This design comes from an exercise in tuning for small area on the open sky130 flow, not from production work.
Where RTL was checked, it was by simulation tests only, not by an equivalence proof against the original.
Power is estimated from default activity; no workload was simulated.

job 101:
==> flow/design.v <==
`timescale 1ns / 1ps
module PongWithSound(
	input Clock, Reset, rota, rotb,
	output [2:0] red,
	output [2:0] green,
	output [1:0] blue,
	output hsync, vsync
);
	reg [11:0] c;
	reg [9:0]  y;
	wire [9:0] x = c[11:2];
	wire lineEnd = c[11] & c[10] & c[7];         
	wire yEnd    = y[9] & y[3];                  
	wire x0      = ~|x;
	wire yInc    = x0 & c[1] & ~c[0];            
	reg [11:0] cNext;
	reg [9:0]  yNext;
	always @* begin : comb1
		reg t;
		integer i;
		t = 1'b1;
		for (i = 0; i < 12; i = i + 1) begin
			cNext[i] = c[i] ^ t;
			t = t & c[i];
		end
		if (lineEnd) begin              
			cNext[11] = 1'b0;
			cNext[10] = 1'b0;
			cNext[7]  = 1'b0;
		end
		t = yInc;
		for (i = 0; i < 10; i = i + 1) begin
			yNext[i] = y[i] ^ t;
			t = t & y[i];
		end
		if (yEnd) begin                 
			yNext[9] = 1'b0;
			yNext[3] = 1'b0;
		end
	end
	always @(posedge Clock)
		if (Reset) begin
			c <= 12'd2;
			y <= 10'd0;
		end
		else begin
			c <= cNext;
			y <= yNext;
		end
	wire hsArea = x[9] & ~x[8] & x[7] & (x[6] | x[5] | (x[4] & x[3] & |x[2:0]))
	              & ~(x[6] & x[5] & x[4] & x[3] & |x[2:0]);
	assign hsync = ~hsArea;
	assign vsync = ~(y[8] & y[7] & y[6] & y[5] & ~y[4] & y[3] & ~y[2] & y[1]);
	reg [2:0] quadAr, quadBr;
	reg [6:0] pad;
	always @(posedge Clock)
		if (Reset) begin
			quadAr <= 3'b000;
			quadBr <= 3'b000;
		end
		else begin
			quadAr <= {quadAr[1:0], rota};
			quadBr <= {quadBr[1:0], rotb};
		end
	wire padUp = quadAr[2] ^ quadBr[1];                  
	wire padEn = padUp ^ quadAr[1] ^ quadBr[2];
	reg [6:0] padNext;
	always @* begin : padstep
		reg t;
		integer i;
		t = padEn;
		for (i = 0; i < 7; i = i + 1) t = t & (pad[i] ^ ~padUp);
		t = padEn & ~t;
		for (i = 0; i < 7; i = i + 1) begin
			padNext[i] = pad[i] ^ t;
			t = t & (pad[i] ^ ~padUp);
		end
	end
	always @(posedge Clock)
		if (Reset) pad <= 7'd0;
		else pad <= padNext;
	reg [8:0] bx;
	reg [7:0] by;
	reg ballXdir, ballYdir, bounceX, bounceY;
	reg [5:0] miss;      
	wire y480       = y[8] & y[7] & y[6] & y[5] & ~|y[4:0];
	wire endOfFrame = x0 & y480;
	wire ballZero   = ~|bx & ~|by;
	wire xUp = ballXdir ^ bounceX;
	wire yUp = ballYdir ^ bounceY;
	wire ballGo   = endOfFrame & ~ballZero;
	wire ballLoad = endOfFrame & ballZero;
	localparam [8:0] LOADX = 9'd240;
	localparam [7:0] LOADY = 8'd150;
	reg [8:0] bxNext;
	reg [7:0] byNext;
	always @* begin : ballstep
		reg t;
		integer i;
		t = ballGo;
		for (i = 0; i < 9; i = i + 1) begin
			bxNext[i] = bx[i] ^ (t | (LOADX[i] & ballLoad));
			t = t & (bx[i] ^ ~xUp);
		end
		t = ballGo;
		for (i = 0; i < 8; i = i + 1) begin
			byNext[i] = by[i] ^ (t | (LOADY[i] & ballLoad));
			t = t & (by[i] ^ ~yUp);
		end
	end
	always @(posedge Clock)
		if (Reset) begin
			bx <= 9'd0;
			by <= 8'd0;
		end
		else begin
			bx <= bxNext;
			by <= byNext;
		end
	wire yvis    = ~y[9] & ~(y[8] & y[7] & y[6] & y[5]);     
	wire xvis    = ~(x[9] & (x[8] | x[7]));                  
	wire visible = xvis & yvis;
	wire top     = visible & ~|y[9:2];
	wire bottom  = visible & (y[9:2] == 8'd119);
	wire left    = visible & ~|x[9:2];
	wire right   = visible & (x[9:2] == 8'd159);
	wire border  = left | right | top;
	wire [8:0] nxh = ~x[9:1];
	reg [8:0] u;
	always @* begin : padcmp
		reg t;
		integer i;
		t = 1'b0;
		for (i = 0; i < 8; i = i + 1) begin
			u[i] = (i < 7 ? pad[i] : 1'b0) ^ nxh[i+1] ^ t;
			t = ((i < 7 ? pad[i] : 1'b0) & nxh[i+1]) | (((i < 7 ? pad[i] : 1'b0) ^ nxh[i+1]) & t);
		end
		u[8] = t;
	end
	wire paddleRow = (y[9:3] == 7'd55);
	wire paddle = paddleRow & ~u[8] & u[7] & u[6] & u[5] & ~(&u[4:0])
	              & ~(~|u[4:0] & (x[1] | x[0]));
	reg [9:0] vx, vy;
	always @* begin : ballcmp
		reg t;
		integer i;
		t = 1'b0;
		for (i = 0; i < 9; i = i + 1) begin
			vx[i] = bx[i] ^ nxh[i] ^ t;
			t = (bx[i] & nxh[i]) | ((bx[i] ^ nxh[i]) & t);
		end
		vx[9] = t;
		t = 1'b0;
		for (i = 0; i < 9; i = i + 1) begin
			vy[i] = (i < 8 ? by[i] : 1'b0) ^ ~y[i+1] ^ t;
			t = ((i < 8 ? by[i] : 1'b0) & ~y[i+1]) | (((i < 8 ? by[i] : 1'b0) ^ ~y[i+1]) & t);
		end
		vy[9] = t;
	end
	wire ball = ~vx[9] & (&vx[8:2]) & ~vy[9] & (&vy[8:2]);
	wire missed     = visible & |miss;
	wire background = visible & ~(border | paddle | ball);
	wire checkerboard = x[5] ^ y[5];
	assign red   = { missed | border | paddle, 2'b00 };
	assign green = { ~missed & (border | paddle | ball), 2'b00 };
	assign blue  = { ~missed & (border | ball), background & checkerboard };
	always @(posedge Clock)
		if (Reset) miss <= 6'd0;
		else if (!endOfFrame) begin
			if (ball && bottom) miss <= 6'b000001;
		end
		else if (!ballZero)
			miss <= {miss[4:0], (miss[5] ^ miss[4]) & |miss[4:0]};
	always @(posedge Clock)
		if (!endOfFrame) begin
			if (ball && (left || right))
				bounceX <= 1'b1;
			if (ball && (top || bottom || (paddle && ballYdir)))
				bounceY <= 1'b1;
		end
		else begin
			if (ballZero) begin
				ballXdir <= 1'b1;
				ballYdir <= 1'b1;
			end
			else begin
				if (bounceX) ballXdir <= ~ballXdir;
				if (bounceY) ballYdir <= ~ballYdir;
			end
			bounceX <= 1'b0;
			bounceY <= 1'b0;
		end
endmodule
clock: 10.0 ns
lec_check: 0
cap_margin: 20
core_margin: 2
core_utilization: 40
slew_margin: 20
standard.sh (not shown) runs the stock make flow with config.mk's settings and CLKGATE_MAP_FILE= SYNTH_SCRIPT=/design/flow/synth_recipe.tcl, a recipe that flattens the netlist after the stock synthesis.
==> flow/flow/run.sh <==
#!/bin/bash
# Layout flow: the standard ORFS flow (standard.sh) with changes that
# only affect cell area:
#  - synthesis runs the standard flow's synthesis script on a copy of ORFS's scripts in
#    which ABC maps the logic with an area-oriented script (flow/abc.script)
#    and Yosys does not extract full/half adder cells; everything before
#    technology mapping (and so every register, its name and its cell) is
#    the same as in the standard synthesis,
#  - input/output ports are buffered with buf_1 instead of the default cell,
#  - the clock tree is built from clkbuf_2/clkbuf_4 without dummy loads.
# Each step's output goes to a log file of its own in the work folder.
set -euo pipefail
W=$PWD
rm -rf "$W/scripts_area"
cp -r "$FLOW_HOME/scripts" "$W/scripts_area"
cp "$W/flow/abc.script" "$W/scripts_area/abc_speed.script"
sed -i '/^[[:space:]]*extract_fa /d' "$W/scripts_area/synth.tcl"
export BUFFER_PORTS_ARGS="-buffer_cell sky130_fd_sc_hd__buf_1"
export CTS_ARGS="-sink_clustering_enable -repair_clock_nets -dont_use_dummy_load -buf_list {sky130_fd_sc_hd__clkbuf_2 sky130_fd_sc_hd__clkbuf_4}"
bash standard.sh SCRIPTS_DIR="$W/scripts_area" synth > synth.log 2>&1
bash standard.sh floorplan > floorplan.log 2>&1
bash standard.sh place > place.log 2>&1
bash standard.sh cts > cts.log 2>&1
bash standard.sh route > route.log 2>&1
bash standard.sh finish > finish.log 2>&1
test -f out/final.def
==> flow/flow/abc.script <==
strash
&get -n
&fraig -x
&put
scorr
dc2
strash
dch -f
amap
topo
The inputs of job 102 differ from those of job 101 as listed below.
--- a/flow/design.v
+++ b/flow/design.v
@@ -52,17 +52,24 @@
 	assign hsync = ~hsArea;
 	assign vsync = ~(y[8] & y[7] & y[6] & y[5] & ~y[4] & y[3] & ~y[2] & y[1]);
-	reg [2:0] quadAr, quadBr;
+	reg qa, qb, en1, up1, en2, up2;
 	reg [6:0] pad;
-	always @(posedge Clock)
+	always @(posedge Clock) begin
 		if (Reset) begin
-			quadAr <= 3'b000;
-			quadBr <= 3'b000;
-		end
-		else begin
-			quadAr <= {quadAr[1:0], rota};
-			quadBr <= {quadBr[1:0], rotb};
-		end
-	wire padUp = quadAr[2] ^ quadBr[1];                  
-	wire padEn = padUp ^ quadAr[1] ^ quadBr[2];
+			qa <= 1'b0;
+			qb <= 1'b0;
+			en1 <= 1'b0;
+			en2 <= 1'b0;
+		end
+		else begin
+			qa <= rota;
+			qb <= rotb;
+			en1 <= qa ^ rota ^ qb ^ rotb;
+			en2 <= en1;
+		end
+		up1 <= qa ^ rotb;
+		up2 <= up1;
+	end
+	wire padUp = up2;                                    
+	wire padEn = en2;
 	reg [6:0] padNext;
 	always @* begin : padstep
--- outcome ---
- Job 102 against job 101: aggregate global-route resource usage held, number of distinct library cells after synthesis now sits higher, power density over the cells went down 6.9%, worst stage delay on the critical path up 0.10 ns.
- Worst-margin pin slew across job 101 and job 102: no real change.
- Taking job 101 as the reference, in job 102 register fraction of the total cell area did not really move; fmax now larger.
Function not checked in job 101: the RTL went through the layout flow alone.

## re-timing with driven ports
No port has a modelled driver above. Below, the same layouts with a new extraction and two added sets of constraints.
Step 1: set_driving_cell puts a clkbuf_16 on Clock and a buf_2 on each other input, an assumption about the parent block.
Step 2 moves the port delays by t, midway between the first and last clock arrival at a register: inputs arrive t later, outputs are due t later. That takes back most of the time a late clock gives input paths.
a / b / c = ideal ports / drivers / drivers and shift; a / b = the first two.
run | t, ns | slack for setup (ns) | worst slew at a driven data input, ns
job 101 | 0.435 | 4.405 / 4.376 / 4.812 | 0.03
job 102 | 0.432 | 4.430 / 4.401 / 4.833 | 0.03
After both steps every run listed still meets setup and hold.
